This is an optimization exercise on Yosys and OpenROAD, whose aim is small area, a short achievable clock period and few clock cycles per item, not a production implementation. Where RTL was checked, it was by simulation tests only, not by an equivalence proof against the original. The RTL of run 1 was laid out without a check of its function.

## flow/design.v (module list and top-level ports; edited modules follow where they fit)
// module SNN: 3114 lines
module SNN(
	clk,
	rst_n,
	in_valid,
	img,
	ker,
	weight,
	out_valid,
	out_data
);
  // ...
==> flow/flow/run.sh <==
#!/bin/bash
# Standard ORFS layout with two changes: the ports are buffered with buf_2, and
# after the standard synthesis the inverters that extract_fa leaves around
# full adders are removed by choosing each full adder's polarity (invopt.py).
set -euo pipefail
export BUFFER_PORTS_ARGS="-buffer_cell sky130_fd_sc_hd__buf_2"
bash standard.sh synth > synth.log 2>&1
NET=orfs/results/sky130hd/SNN/base/1_2_yosys.v
cp "$NET" synth_netlist_before_invopt.log
python3 flow/invopt.py "$NET" > invopt.log 2>&1
bash standard.sh > standard.log 2>&1
==> flow/flow/invopt.py <==
#!/usr/bin/env python3
"""Remove inverters around full adders in a flat gate-level netlist.

A full adder is self-dual: FA(~a,~b,~c) = (~cout, ~sum).  Yosys' extract_fa
leaves many inverters between full-adder cells.  This pass chooses, for each
fa cell, whether to implement it in complemented polarity so that the number
of inverters needed is minimal, then rewrites the netlist.  The logic
function of every port and register input is unchanged.

usage: invopt.py netlist.v [out.v]
"""
import re, sys, random, collections, os

CELL_RE = re.compile(r'^(\s*)(sky130_fd_sc_hd__\w+)\s+(\S+)\s*\((.*?)\);\n', re.M | re.S)
PIN_RE = re.compile(r'\.(\w+)\(\s*((?:\\\S+\s*)|[^()]*?)\s*\)')
OUTPINS = {'X', 'Y', 'Q', 'Q_N', 'SUM', 'COUT', 'HI', 'LO'}
INV_TYPES = {'sky130_fd_sc_hd__inv_1'}


def fmt(net):
    return net + ' ' if net.startswith('\\') else net


def main():
    src = sys.argv[1]
    dst = sys.argv[2] if len(sys.argv) > 2 else src
    txt = open(src).read()
    mod_end = txt.rindex('endmodule')
    ports = set()
    for m in re.finditer(r'^\s*(input|output)\s+(\[[^\]]*\]\s*)?(\S+);', txt, re.M):
        ports.add(m.group(3))

    cells = []   # [type, name, {pin: net}, indent]
    for m in CELL_RE.finditer(txt):
        pins = {p: n.strip() for p, n in PIN_RE.findall(m.group(4))}
        cells.append([m.group(2), m.group(3), pins, m.group(1)])

    def base(net):
        return net.split('[')[0].strip().lstrip('\\')

    drv = {}
    loads = collections.defaultdict(list)
    for i, (t, n, p, _) in enumerate(cells):
        for pin, net in p.items():
            if pin in OUTPINS:
                drv[net] = (i, pin)
            else:
                loads[net].append((i, pin))

    # removable inverters: input and output internal nets
    removable = set()
    for i, (t, n, p, _) in enumerate(cells):
        if t in INV_TYPES:
            a, y = p['A'], p['Y']
            if base(a) in ports or base(y) in ports:
                continue
            removable.add(i)

    # resolve every net to (root net, polarity) through removable inverters
    root = {}
    def resolve(net):
        if net in root:
            return root[net]
        d = drv.get(net)
        if d is not None and d[0] in removable:
            r, pol = resolve(cells[d[0]][2]['A'])
            root[net] = (r, pol ^ 1)
        else:
            root[net] = (net, 0)
        return root[net]

    # load pins (non-removable cells) grouped by root net
    pinreq = collections.defaultdict(list)  # root -> [(cell, pin, pol)]
    for i, (t, n, p, _) in enumerate(cells):
        if i in removable:
            continue
        for pin, net in p.items():
            if pin in OUTPINS:
                continue
            r, pol = resolve(net)
            pinreq[r].append((i, pin, pol))

    isfa = [c[0].startswith('sky130_fd_sc_hd__fa_') for c in cells]
    # gates whose output polarity may be chosen: type -> (complement type, output pin map)
    PAIRS = [('and2_1', 'nand2_1', 6.256, 3.754), ('or2_1', 'nor2_1', 6.256, 3.754),
             ('xor2_1', 'xnor2_1', 8.758, 8.758), ('a21o_1', 'a21oi_1', 7.507, 5.005),
             ('o21a_1', 'o21ai_0', 7.507, 5.005), ('and3_1', 'nand3_1', 6.256, 5.005),
             ('or3_1', 'nor3_1', 6.256, 5.005), ('a22o_1', 'a22oi_1', 8.758, 7.507),
             ('o22a_1', 'o22ai_1', 8.758, 6.256), ('and4_1', 'nand4_1', 8.758, 6.256),
             ('or4_1', 'nor4_1', 7.507, 6.256), ('a211o_1', 'a211oi_1', 8.758, 7.507),
             ('o211a_1', 'o211ai_1', 10.010, 7.507), ('a31o_1', 'a31oi_1', 8.758, 6.256),
             ('o31a_1', 'o31ai_1', 8.758, 7.507), ('mux2_1', 'mux2i_1', 11.261, 10.010),
             ('or2b_1', 'nor2b_1', 7.507, 6.256), ('and2b_1', 'nand2b_1', 7.507, 6.256)]
    DUAL = {}
    AREA = {}
    for pos, neg, apos, aneg in PAIRS:
        P = 'sky130_fd_sc_hd__' + pos
        N = 'sky130_fd_sc_hd__' + neg
        DUAL[P] = (N, {'X': 'Y'})
        DUAL[N] = (P, {'Y': 'X'})
        AREA[P] = apos
        AREA[N] = aneg
    # o21ai_1 is flipped to o21a_1 (o21a_1 flips back to o21ai_0)
    DUAL['sky130_fd_sc_hd__o21ai_1'] = ('sky130_fd_sc_hd__o21a_1', {'Y': 'X'})
    AREA['sky130_fd_sc_hd__o21ai_1'] = 5.005
    INV_AREA = 3.754
    isgate = [False] * len(cells)
    for i, c in enumerate(cells):
        if c[0] in DUAL and i not in removable:
            outnet = [n for pin, n in c[2].items() if pin in OUTPINS][0]
            # weak inverting gates are kept off high-fanout nets
            if base(outnet) not in ports and len(loads.get(outnet, [])) <= 3:
                isgate[i] = True
    flip = [0] * len(cells)
    # root nets driven by fa cells
    rootdrv = {}
    for r in pinreq:
        d = drv.get(r)
        rootdrv[r] = d[0] if d is not None else None

    fa_roots = collections.defaultdict(set)   # flippable cell -> root nets it touches
    for r, lst in pinreq.items():
        d = rootdrv[r]
        if d is not None and (isfa[d] or isgate[d]):
            fa_roots[d].add(r)
        for (i, pin, pol) in lst:
            if isfa[i]:
                fa_roots[i].add(r)

    def gate_area(i):
        t = cells[i][0]
        return AREA[DUAL[t][0]] if flip[i] else AREA[t]

    def cost_root(r):
        d = rootdrv[r]
        fd = flip[d] if d is not None else 0
        need = 0
        for (i, pin, pol) in pinreq[r]:
            if pol ^ (flip[i] if isfa[i] else 0) ^ fd:
                need = 1
                break
        # a root whose driver was flipped but which feeds a port directly is handled
        # by the rewrite (it needs an inverter to the port); count it too
        return need

    fas = [i for i in range(len(cells)) if isfa[i] or isgate[i]]
    def cell_cost(i):
        return gate_area(i) if isgate[i] else 0.0
    def total_cost():
        return INV_AREA * sum(cost_root(r) for r in pinreq) + sum(cell_cost(i) for i in fas)
    area0 = total_cost()
    total0 = sum(cost_root(r) for r in pinreq)
    best = total0
    random.seed(int(os.environ.get('INVOPT_SEED', '1')))
    import math
    def local(i):
        return INV_AREA * sum(cost_root(r) for r in fa_roots[i]) + cell_cost(i)
    if os.environ.get('INVOPT_INIT') == 'inv':
        for i in fas:
            if isfa[i] or cells[i][0] == 'sky130_fd_sc_hd__and2_1':
                flip[i] = 1
    cur = total_cost()
    best_cost = cur
    best_flip = list(flip)
    n = len(fas)
    iters = int(os.environ.get('INVOPT_ITERS', '3000')) * n
    T0, T1 = float(os.environ.get('INVOPT_T0', '3.0')), 0.01
    for k in range(iters):
        T = T0 * (T1 / T0) ** (k / iters)
        i = fas[random.randrange(n)]
        before = local(i)
        flip[i] ^= 1
        after = local(i)
        d = after - before
        if d <= 0 or random.random() < math.exp(-d / T):
            cur += d
            if cur < best_cost - 1e-9:
                best_cost = cur
                best_flip = list(flip)
        else:
            flip[i] ^= 1
    flip[:] = best_flip
    # final greedy clean-up
    improved = True
    while improved:
        improved = False
        for i in fas:
            before = local(i)
            flip[i] ^= 1
            if local(i) < before - 1e-9:
                improved = True
            else:
                flip[i] ^= 1
    total = sum(cost_root(r) for r in pinreq)

    # nets that are outputs of cells we keep and are connected to ports need care:
    # a flipped fa never drives a port net directly (check)
    for i in fas:
        if flip[i] and isfa[i]:
            for pin in ('SUM', 'COUT'):
                net = cells[i][2].get(pin)
                if net is not None and base(net) in ports:
                    flip[i] = 0
    total = sum(cost_root(r) for r in pinreq)

    # rewrite: new inverter per root that needs one
    newcells = []
    newwires = []
    invnet = {}
    k = 0
    for r, lst in pinreq.items():
        d = rootdrv[r]
        fd = flip[d] if d is not None else 0
        for (i, pin, pol) in lst:
            if pol ^ (flip[i] if isfa[i] else 0) ^ fd:
                if r not in invnet:
                    k += 1
                    nn = f'_invopt_n{k}_'
                    invnet[r] = nn
                    newwires.append(nn)
                    newcells.append(('sky130_fd_sc_hd__inv_1', f'_invopt_i{k}_', {'A': r, 'Y': nn}))
                cells[i][2][pin] = invnet[r]
            else:
                cells[i][2][pin] = r
    for i in fas:
        if isgate[i] and flip[i]:
            t = cells[i][0]
            nt, pm = DUAL[t]
            cells[i][0] = nt
            cells[i][2] = {pm.get(pin, pin): net for pin, net in cells[i][2].items()}
    # removed inverters: drop them
    out = []
    pos = 0
    idx = 0
    pieces = []
    last = 0
    for m, c in zip(CELL_RE.finditer(txt), cells):
        pieces.append(txt[last:m.start()])
        i = idx
        idx += 1
        last = m.end()
        if i in removable:
            continue
        t, n, p, ind = c
        body = ',\n'.join(f'{ind}  .{pin}({fmt(net)})' for pin, net in p.items())
        pieces.append(f'{ind}{t} {n} (\n{body}\n{ind});\n')
    tail = txt[last:]
    body = ''.join(pieces)
    # declare new wires right after the module header port declarations
    decl = ''.join(f'  wire {w};\n' for w in newwires)
    cellsrc = ''.join(f'  {t} {n} (\n' + ',\n'.join(f'    .{pin}({fmt(net)})' for pin, net in p.items()) + '\n  );\n' for t, n, p in newcells)
    ei = tail.rindex('endmodule')
    tail = tail[:ei] + cellsrc + tail[ei:]
    first_cell = body.find('sky130_fd_sc_hd__')
    # insert declarations before the first cell instance line
    line_start = body.rfind('\n', 0, first_cell) + 1
    body = body[:line_start] + decl + body[line_start:]
    open(dst, 'w').write(body + tail)
    print(f'invopt: flippable cells {len(fas)}, flipped {sum(flip[i] for i in fas)}, '
          f'removable inverters {len(removable)}, inverters before {total0} after {total}, '
          f'area of inverters+gates {area0:.1f} -> {total_cost():.1f}')


if __name__ == '__main__':
    main()
==> flow/standard.sh <==
#!/bin/bash
# synth_recipe.tcl (not shown) runs the flow's synth.tcl, then flattens the netlist and writes it again
# the make line also repeats each setting of config.mk as NAME=value (left out here)
make -C /OpenROAD-flow-scripts/flow DESIGN_CONFIG=/design/flow/config.mk WORK_HOME=/design/flow/orfs CLKGATE_MAP_FILE= SYNTH_SCRIPT=/design/flow/synth_recipe.tcl "${@:-finish}"
==> flow/config.mk <==
export PLATFORM = sky130hd
export DESIGN_NAME = SNN
export DESIGN_NICKNAME = SNN
export VERILOG_FILES = /design/flow/design.v
export SDC_FILE = /design/flow/constraint.sdc
export NUM_CORES = 4
export LEC_CHECK = 0
export CAP_MARGIN = 20
export CORE_MARGIN = 2
export CORE_UTILIZATION = 40
export CTS_CLUSTER_DIAMETER = 120
export CTS_CLUSTER_SIZE = 24
export SLEW_MARGIN = 20
==> flow/constraint.sdc <==
create_clock -name core_clock -period 16.0 [get_ports {clk}]
set_input_delay 3.2000 -clock core_clock [delete_from_list [all_inputs] [get_ports {clk}]]
set_output_delay 3.2000 -clock core_clock [all_outputs]
set_load 0.01 [all_outputs]
==> impl_metrics.toml, run 1 <==
[sta]
finalWorstSetupSlack_ns = 11.09
post-route-period-util = 0.307

[clock_network]
post-cts-setup-buffers = 0
hold_buffers = 0
cts_tree = "done"

[global_route]
busiest_layer = "met2"
met3_usage = 0.0317
grt_first_pass_wirelength_mm = 133
grt.met2_usage = 0.351

[floorplan]
fp-row-count = 107
core-area_um2 = 85000
dieArea_um2 = 87900
die_h_um = 296

[critical_path]
cp_max_fo = 5
cpPeakStageDelay_ns = 0.43
crit_arrival_ns = 5.42
crit_end = "out_data[1]"
crit_chain = "inv_1 > ha_1 > inv_1 > fa_1 > a21o_1 > a21o_1 > a21o_1 > a221o_1 > a21oi_2 > mux2_1 > fa_1 > inv_1 > nor2b_1 > o21ai_0 > a21boi_1 > o21a_1 > or3_1 > a211oi_1 > o2111a_1 > nor3_1"
r2r_start = "f0[0]"

[synthesis]
syn-cell-area_um2 = 34200

[run_status]
run_status = "finished clean"

[routing]
wirelength_mm = 84.7

[cells_and_area]
final_nets = 3572
==> inputs of run 2 (changes only) <==
--- a/flow/design.v
+++ b/flow/design.v
@@ -71,48 +71,50 @@
   if (row1 && x == 3'd1) k8 <= ker;
   if (wshift) begin
     wr0 <= wr1; wr1 <= wr2; wr2 <= wr3;
     wr3 <= opany ? wr0 : w_in;
   end
 end
 reg cv, qv;
 reg [1:0] cr, cc, qr, qc;
-reg cim, qim, opr, oim, epr, eim;
+reg cim, qim, opr, oim, epr, eim, hk, hpr;
 always @(posedge clk or negedge rst_n) begin
   if (!rst_n) begin cv <= 1'b0; qv <= 1'b0; op0 <= 1'b0; op1 <= 1'b0; op2 <= 1'b0; op3 <= 1'b0;
-    n2 <= 1'b0; n3 <= 1'b0; e2 <= 1'b0; e3 <= 1'b0; end
+    n2 <= 1'b0; n3 <= 1'b0; e2 <= 1'b0; e3 <= 1'b0; h <= 1'b0; end
   else begin
     cv <= v_r & (x >= 3'd2) & (ym >= 3'd2);
     qv <= cv;
     op0 <= qv & qr[0] & (qc == 2'd1);
     op1 <= op0;
     op2 <= qv & qr[0] & (qc == 2'd3);
     op3 <= op2;
     n2 <= op2;
     n3 <= op3;
     e2 <= n2;
     e3 <= n3;
+    h <= (e2 | e3) & eim;
   end
 end
 always @(posedge clk) begin
   cr <= ym[1:0] - 2'd2; cc <= x[1:0] - 2'd2; cim <= im;
   qr <= cr; qc <= cc; qim <= cim;
   if (op0) begin opr <= qr[1]; oim <= qim; end
   epr <= opr; eim <= oim;
+  hk <= e3; hpr <= epr;
 end
 reg [19:0] conv;
 reg [7:0] qa, qb;
 reg qcin;
 reg [7:0] pm0, pm1;
 reg [16:0] mr;
 wire [16:0] madd = (op2 | op3) ? mr : 17'd0;
 reg [7:0] f0, f1, f2, f3;
 reg [9:0] dsum;
-reg [7:0] fcv;
+reg [7:0] dif;
 wire fs_1;
 wire fc_2;
 assign fs_1 = ~(sr12[0] & k0[0]) ^ ~(sr11[0] & k1[0]) ^ ~(sr10[0] & k2[0]);
 assign fc_2 = (~(sr12[0] & k0[0]) & ~(sr11[0] & k1[0])) | (~(sr12[0] & k0[0]) & ~(sr10[0] & k2[0])) | (~(sr11[0] & k1[0]) & ~(sr10[0] & k2[0]));
 wire hs_3;
 wire hc_4;
 assign hs_3 = ~(~(sr6[0] & k3[0]) ^ ~(sr5[0] & k4[0]));
 assign hc_4 = ~(sr6[0] & k3[0]) | ~(sr5[0] & k4[0]);
@@ -3076,38 +3078,38 @@
   mc_16_0 <= ~madd[16];
 end
 wire [16:0] mac_nx;
 assign mac_nx = {~(mc_16_0), ~(mc_15_0), ~(mc_14_0), ~(mc_13_0), ~(mc_12_0), ~(mc_11_0), ~(mc_10_0), ~(mc_9_0), ~(mc_8_0), ~(mc_7_0), ~(mc_6_0), ~(mc_5_0), ~(mc_4_0), ~(mc_3_0), ~(mc_2_0), ~(mc_1_0), ~(mc_0_0)} + {1'b0, ~(mc_15_1), ~(mc_14_1), ~(mc_13_1), ~(mc_12_1), ~(mc_11_1), ~(mc_10_1), ~(mc_9_1), ~(mc_8_1), ~(mc_7_1), ~(mc_6_1), ~(mc_5_1), ~(mc_4_1), ~(mc_3_1), ~(mc_2_1), ~(mc_1_1), ~(mc_0_1)};
 wire [7:0] q = qa + qb + {7'd0, qcin};
 wire q_gt0 = q > pm0;
 wire q_gt1 = q > pm1;
 wire pfirst = !qr[0] && !qc[0];
-wire [16:0] fsum = {1'b0, mac_nx[16:1]} + {9'd0, mac_nx[16:9]} + 17'd1;
+wire [16:0] fsum = {1'b0, mr[16:1]} + {9'd0, mr[16:9]} + 17'd1;
+wire [7:0] fcv = fsum[15:8];
 wire [8:0] dfa = {1'b0, f0} - {1'b0, fcv};
 wire [7:0] dfb = fcv - f0;
-wire [7:0] dif = dfa[8] ? dfb : dfa[7:0];
-wire last = e3 & eim & epr;
-wire [9:0] tot = ((epr | e3) ? dsum : 10'd0) + {2'd0, dif};
+wire last = h & hpr & hk;
+wire [9:0] tot = ((hpr | hk) ? dsum : 10'd0) + {2'd0, dif};
 always @(posedge clk) begin
   conv <= conv_nx;
   qa <= dva[21:14];
   qb <= dvb[21:14];
   qcin <= dvlow[14];
   if (qv) begin
     if (!qc[1]) pm0 <= (pfirst || q_gt0) ? q : pm0;
     else if (qr[0] && qc[0]) pm0 <= q_gt1 ? q : pm1;   
     else        pm1 <= (pfirst || q_gt1) ? q : pm1;
   end
   mr <= mac_nx;
-  fcv <= fsum[15:8];
   if (e2 | e3) begin
     f0 <= f1; f1 <= f2; f2 <= f3; f3 <= fcv;
   end
-  if ((e2 | e3) & eim) dsum <= tot;
+  dif <= dfa[8] ? dfb : dfa[7:0];
+  if (h) dsum <= tot;
 end
 always @(posedge clk or negedge rst_n) begin
   if (!rst_n) begin out_valid <= 1'b0; out_data <= 10'd0; end
   else begin
     out_valid <= last;
     out_data <= (last & (tot >= 10'd16)) ? tot : 10'd0;
   end
 end
==> flow/config.mk (replaced) <==
export PLATFORM = sky130hd
export DESIGN_NAME = SNN
export DESIGN_NICKNAME = SNN
export VERILOG_FILES = /design/flow/design.v
export SDC_FILE = /design/flow/constraint.sdc
export NUM_CORES = 4
export LEC_CHECK = 0
export CAP_MARGIN = 20
export CORE_MARGIN = 2
export CORE_UTILIZATION = 40
export CTS_BUF_LIST = sky130_fd_sc_hd__clkbuf_8
export CTS_CLUSTER_DIAMETER = 80
export CTS_CLUSTER_SIZE = 16
export SLEW_MARGIN = 20
==> run 2 against run 1 <==
Compared with the run above: setup slack improved by 0.53 ns; design area barely moved; critical path depth fell by 19; cell count rose by 0.92%; core utilization rose by 0.061 points; via count rose by 0.90%; worst hold slack got worse by 0.0044 ns; clock-buffer cell count rose by 1; critical path type is now reg2out.
==> impl_metrics.toml, run 2 <==
[run_status]
run_status = "finished clean"

[cells_and_area]
design_area_um2 = 36600
post_layout_nonfiller_instances = 3939
final_common_cell = "nand2_1"
final_nets = 3592
top_regs = "conv x20, mr x17"
layout_common_cells = "666 x nand2_1, 653 x fa_1, 361 x dfxtp_1"
drive_gt1_frac = 0.0487
area_delta_synth_final_pct = 7.22
fillers = 7902
regMostFlops = "conv"
largest_reg_flops = 20

[clock_network]
h-tree-depth = 2
cts.sinks = 553
clk_path_buf_depth = 3
cts_resized = 0
post-cts-setup-buffers = 0
clk_pin_slew_worst_paths_ns = 0.11
cts_tree = "done"
hold_buffers = 0
root_buffer = "clkbuf_8"
clk_latency_ns = 0.66
numCtsBuffers = 46

[placement]
dp_cells = 3853
io_buffers = 37
hpwl_mm = 71.1
dpl_cell_area_um2 = 35700
finalWeightedCongestion = 0.943

[synthesis]
yosys_warnings = 1
synth_cells = 2685
syn_avg_cell_area_um2 = 12.7
syn-cell-area_um2 = 34200
syn_nets = 3520

[sta]
hold_violations = 0
post-route-period-util = 0.274
rsz0062_at_grt = "no"
slew_violations = 0
setup-tns-final_ns = 0
finalClockSkew_ns = 0.0435
finalSetupViolCount = 0
max_freq_mhz = 228
maxSlewHeadroom = 0.343
tightestPinTransition_ns = 0.980
min_period_ns = 4.38

[critical_path]
crit_arrival_ns = 1.18
cp_max_fo = 1
cp-start-kind = "flip-flop"
cpPeakStageDelay_ns = 0.39
critPathSlowestCell = "dfrtp_1"
worstPathRequired_ns = 12.80
crit_family = "flip-flops"
crit_type = "reg2out"
path_buf_inv = 1
end_kind = "output port"
crit_chain = "buf_2"

[floorplan]
die_w_um = 296
core-area_um2 = 84900
die_h_um = 296
fp-row-count = 107
ios = 38
dieArea_um2 = 87800
start_util = 0.403

[global_route]
grt_pass1_vias = 22700
grt_overflow = 0
grt_max_degree = 34
antenna_found_initial = 1
grt_first_pass_wirelength_mm = 135
grt_usage = 0.207

[min_path]
hold_path_class = "reg2reg"

[routing]
dr.pass1.iters = 6
vias_per_cell = 5.10
drt-wirelength-per-cell_um = 22.1
wirelength_mm = 86.9
drtIter0Drc = 1658
vias = 20100
remaining_drc_errors = 0
ant_nets = 0

[flow_run]
cap_violations = 0
## run 2: routing by layer
layer,share of wire,global-route usage,routed length [um],vias to the layer above
li1,-,-,-,8663
met1,0.37,0.248,32200,10400
met2,0.51,0.359,44400,787
met3,0.060,0.0309,5220,226
met4,0.058,0.107,5050,2
met5,0.00069,0.00499,60,-
## run 2: cell type report
type / count / area, um^2 / share of cell area
Antenna cell: 1 / 2.50 / 0.0000683
Clock buffer: 46 / 633 / 0.0173
Clock inverter: 39 / 263 / 0.00717
Inverter: 229 / 860 / 0.0235
Multi-Input combinational cell: 1889 / 20400 / 0.556
Sequential cell: 553 / 12900 / 0.352
Tap cell: 1144 / 1430 / 0.0391
Timing Repair Buffer: 38 / 193 / 0.00526
## run 2: path summary, 6_finish.rpt
check	end	slack, ns	start	cells past startpoint
min in group asynchronous	out_data[5]	2.49	rst_n	1
worst min register to register	sr8[0]	0.32	sr7[0]	0
max in group asynchronous	op2	13.17	rst_n	1
worst max-delay path	out_data[3]	11.62	out_data[3]	1
worst min-delay path	sr8[0]	0.32	sr7[0]	0
worst max register to register	conv[15]	11.71	pb_4_1	12
## run 2: metrics by stage
| stage | hold slack (ns) | worst slack (ns) | utilization |
|---|---|---|---|
| 2_1_floorplan | 0.310 | 11.61 | - |
| 3_3_place_gp | 0.310 | 11.38 | 0.421 |
| 6_report | 0.321 | 11.62 | 0.432 |
| 3_5_place_dp | 0.312 | 11.36 | 0.421 |
| 4_1_cts | 0.329 | 11.54 | 0.432 |
| 5_1_grt | 0.333 | 11.50 | 0.432 |
Testbench counts of run 2, summed over its fixed seeds: cycles 38,880, items 480.
==> inputs of run 3 (changes only) <==
--- a/flow/config.mk
+++ b/flow/config.mk
@@ -9,6 +9,6 @@
 export CORE_MARGIN = 2
 export CORE_UTILIZATION = 40
-export CTS_BUF_LIST = sky130_fd_sc_hd__clkbuf_8
-export CTS_CLUSTER_DIAMETER = 80
-export CTS_CLUSTER_SIZE = 16
+export CTS_CLUSTER_DIAMETER = 120
+export CTS_CLUSTER_SIZE = 24
+export GPL_TIMING_DRIVEN = 1
 export SLEW_MARGIN = 20
==> run 3 against run 2 <==
Compared with the run above: die area is the same; still clean; flip-flop and latch count unchanged; maximum frequency up 0.49%; design area barely moved; via count is 0.59% lower; core utilization hardly changed; global-route usage decreased by 0.23 points.
==> impl_metrics.toml, run 3 <==
[sta]
maxSlewHeadroom = 0.329
max_freq_mhz = 229
setup-tns-final_ns = 0
post-route-period-util = 0.273
slew_violations = 0
rsz0062_at_grt = "no"
hold_violations = 0
min_period_ns = 4.36
finalClockSkew_ns = 0.0243
tightestPinTransition_ns = 1.00
finalSetupViolCount = 0

[critical_path]
worstPathRequired_ns = 12.80
cp_max_fo = 1
r2r_start = "sa_2_0"
cpPeakStageDelay_ns = 0.39
r2r_end = "conv[15]"
crit_family = "flip-flops"
crit_chain = "buf_2"
end_kind = "output port"
crit_type = "reg2out"
worst-r2r-setup-slack_ns = 11.71
critPathSlowestCell = "dfrtp_1"
crit_arrival_ns = 1.16
rr_worst_depth = 12
path_buf_inv = 1
cp-start-kind = "flip-flop"

[routing]
vias_per_cell = 5.11
remaining_drc_errors = 0
dr.pass1.iters = 7
wirelength_mm = 86.5
drt-wirelength-per-cell_um = 22.1
vias = 20000
ant_nets = 0
drtIter0Drc = 1458

[placement]
hpwl_mm = 71.1
dpl_cell_area_um2 = 35700
finalWeightedCongestion = 0.943
io_buffers = 37

[cells_and_area]
regMostFlops = "conv"
top_regs = "conv x20, mr x17"
final_common_cell = "nand2_1"
final_util = 0.432
drive_gt1_frac = 0.0413
design_area_um2 = 36700
area_delta_synth_final_pct = 7.32
largest_reg_flops = 20
layout_common_cells = "666 x nand2_1, 653 x fa_1, 361 x dfxtp_1"
final_nets = 3575
diodes = 0

[synthesis]
syn_nets = 3520
syn-cell-area_um2 = 34200
synth_cells = 2685
yosys_warnings = 1
syn_avg_cell_area_um2 = 12.7

[floorplan]
dieArea_um2 = 87800
die_h_um = 296
core-area_um2 = 84900
die_w_um = 296
fp-row-count = 107
ios = 38
start_util = 0.403

[global_route]
grt_pass1_vias = 22500
grt_first_pass_wirelength_mm = 134
grt_max_degree = 34
grt_overflow = 0
grt_usage = 0.204
antenna_found_initial = 0

[run_status]
run_status = "finished clean"

[clock_network]
cts_resized = 0
cts.sinks = 553
cts_tree = "done"
clk_pin_slew_worst_paths_ns = 0.11
numCtsBuffers = 29
h-tree-depth = 1
root_buffer = "clkbuf_16"
clk_path_buf_depth = 3
hold_buffers = 0
post-cts-setup-buffers = 0
clk_latency_ns = 0.64

[min_path]
hold_path_class = "reg2reg"
worstHoldStart = "sr1[1]"
min_to = "sr2[1]"
whs_path_depth = 0

[flow_run]
cap_violations = 0
run 3: final cells by class:
class	count	area [um^2]
Sequential cell	553	12900
Fill cell	7853	48200
Multi-Input combinational cell	1889	20400
Tap cell	1144	1430
Clock inverter	8	124
Timing Repair Buffer	38	193
Clock buffer	45	807
Inverter	229	860
run 3: worst max path at each step:
stage | to | slack, ns | cells after the start | startpoint
2_1_floorplan | pb_8_1 | 11.61 | 5 | img[5]
3_3_place_gp | pb_9_1 | 11.38 | 4 | img[2]
6_report | out_data[3] | 11.64 | 1 | out_data[3]
5_1_grt | dif[7] | 11.52 | 15 | mr[14]
3_5_place_dp | pb_9_1 | 11.36 | 4 | img[2]
4_1_cts | out_data[3] | 11.60 | 1 | out_data[3]
run 3: metal layers:
metal | global-route usage | vias to the layer above | routed length [um]
li1 | - | 8614 | -
met1 | 0.247 | 10400 | 32100
met2 | 0.356 | 755 | 44100
met3 | 0.0295 | 221 | 5090
met4 | 0.103 | 2 | 5180
met5 | 0.00499 | - | 60
run 3: per-stage QoR:
step                      hold WS, ns  setup WS (ns)  instances
after CTS                       0.326          11.60       3906
after global placement          0.310          11.38       3853
after detailed placement        0.312          11.36       3853
after global routing            0.330          11.52       3906
final                           0.326          11.64       3906
after floorplan                 0.310          11.61       2685
run 3: worst reg2reg max path, delay by kind of cell, from the launching register on:
family	cells	cell delay [ns]
xor+xnor	1	0.15
buf+inv	1	0.04
fa+ha+maj	5	2.31
compound gates	5	1.31
flops	1	0.34
==> inputs of run 4 (changes only) <==
--- a/flow/config.mk
+++ b/flow/config.mk
@@ -11,4 +11,3 @@
 export CTS_CLUSTER_DIAMETER = 120
 export CTS_CLUSTER_SIZE = 24
-export GPL_TIMING_DRIVEN = 1
 export SLEW_MARGIN = 20
==> run 4 against run 3 <==
Compared with the run above: design area did not move; setup slack stayed put; core utilization unchanged; clock-buffer cell count did not move; register-to-register slack barely moved; sequential share of layout area stayed put; synthesized area is the same; cell count did not move; critical path type unchanged.
==> impl_metrics.toml, run 4 <==
[run_status]
run_status = "finished clean"

[clock_network]
clk_path_buf_depth = 3
root_buffer = "clkbuf_16"
post-cts-setup-buffers = 0
cts.sinks = 553
cts_tree = "done"
numCtsBuffers = 29
hold_buffers = 0
clk_latency_ns = 0.64
cts_resized = 0
clk_pin_slew_worst_paths_ns = 0.11
h-tree-depth = 1

[sta]
post-route-period-util = 0.273
rsz0062_at_grt = "no"
max_freq_mhz = 229
setup-tns-final_ns = 0
finalSetupViolCount = 0
min_period_ns = 4.36
hold_violations = 0
finalClockSkew_ns = 0.0243
finalWorstSetupSlack_ns = 11.64
holdWs_ns = 0.326
slew_violations = 0
tightestPinTransition_ns = 1.00
maxSlewHeadroom = 0.329

[critical_path]
cpPeakStageDelay_ns = 0.39
crit_type = "reg2out"
crit_arrival_ns = 1.16
critPathSlowestCell = "dfrtp_1"
worstPathRequired_ns = 12.80
cp_max_fo = 1
crit_chain = "buf_2"
crit_family = "flip-flops"
cp-start-kind = "flip-flop"
path_buf_inv = 1
end_kind = "output port"

[synthesis]
syn_nets = 3520
syn-cell-area_um2 = 34200
syn_avg_cell_area_um2 = 12.7
yosys_warnings = 1
synth_cells = 2685

[global_route]
grt_overflow = 0
grt_pass1_vias = 22500
grt_max_degree = 34
grt_usage = 0.204
antenna_found_initial = 0
grt_first_pass_wirelength_mm = 134

[floorplan]
start_util = 0.403
core-area_um2 = 84900
die_w_um = 296
fp-row-count = 107
ios = 38
die_h_um = 296
dieArea_um2 = 87800

[routing]
ant_nets = 0
drt-wirelength-per-cell_um = 22.1
vias = 20000
vias_per_cell = 5.11
drtIter0Drc = 1458
remaining_drc_errors = 0
dr.pass1.iters = 7
wirelength_mm = 86.5

[flow_run]
cap_violations = 0

[cells_and_area]
final_nets = 3575
regMostFlops = "conv"
top_regs = "conv x20, mr x17"
final_common_cell = "nand2_1"
diodes = 0
layout_common_cells = "666 x nand2_1, 653 x fa_1, 361 x dfxtp_1"
largest_reg_flops = 20
final_util = 0.432
drive_gt1_frac = 0.0413
post_layout_nonfiller_instances = 3906
fillers = 7853
area_delta_synth_final_pct = 7.32

[placement]
dp_cells = 3853
hpwl_mm = 71.1
pre_cts_slack_ns = 11.36
io_buffers = 37
finalWeightedCongestion = 0.943

[min_path]
hold_path_class = "reg2reg"
## run 4: routing by layer
| metal | wire [um] | vias up | share of wire | track usage |
|---|---|---|---|---|
| li1 | - | 8614 | - | - |
| met1 | 32100 | 10400 | 0.37 | 0.247 |
| met2 | 44100 | 755 | 0.51 | 0.356 |
| met3 | 5090 | 221 | 0.059 | 0.0295 |
| met4 | 5180 | 2 | 0.060 | 0.103 |
| met5 | 60 | - | 0.00069 | 0.00499 |
## run 4: path summary, 6_finish.rpt
check / end / start / depth (start not counted) / slack [ns]
setup / recovery: out_data[3] / out_data[3] / 1 / 11.64
hold / removal: sr2[1] / sr1[1] / 0 / 0.33
setup reg to reg: conv[15] / sa_2_0 / 12 / 11.71
hold reg to reg: sr2[1] / sr1[1] / 0 / 0.33
max in group asynchronous: cv / rst_n / 1 / 13.15
min in group asynchronous: out_data[9] / rst_n / 1 / 2.52
## run 4: metrics by stage
step	instance area [um^2]
6_report	36700
5_1_grt	36700
4_1_cts	36700
3_5_place_dp	35700
3_3_place_gp	35700
2_1_floorplan	34200
## run 4: layout make-up
type / count / area, um^2 / share of cell area
clock buffer: 45 / 807 / 0.0220
inverter: 229 / 860 / 0.0234
tap: 1144 / 1430 / 0.0390
clock inverter: 8 / 124 / 0.00338
sequential: 553 / 12900 / 0.351
timing repair buffer: 38 / 193 / 0.00525
multi-input combinational: 1889 / 20400 / 0.556

==> static timing again, ports no longer ideal <==
How much do the figures lean on ideal ports? The routed layouts below were timed once more, with nothing changed but the port constraints. Step 1 (the two cells are an assumption about what drives the block):
set clk [get_ports {clk}]
set_driving_cell -lib_cell sky130_fd_sc_hd__clkbuf_16 $clk
set_driving_cell -lib_cell sky130_fd_sc_hd__buf_2 [delete_from_list [all_inputs] $clk]
Step 2 times the ports against the registers' clock, not the clock port: input delays grow and output delays shrink by t, the midpoint of the rising clock arrivals with the driver on. Slacks: ideal / step 1 / step 2; pairs: ideal / step 1.
run	shift t [ns]	setup WS [ns]	worst slew at a driven data input, ns	pins driven straight from the clock port
run 1	0.689	11.091 / 11.091 / 11.091	0.09	1
run 2	0.711	11.617 / 11.554 / 11.396	0.07	1
run 3	0.692	11.639 / 11.576 / 11.378	0.07	1
run 4	0.692	11.639 / 11.576 / 11.378	0.07	1
After both steps every run listed still meets setup and hold.
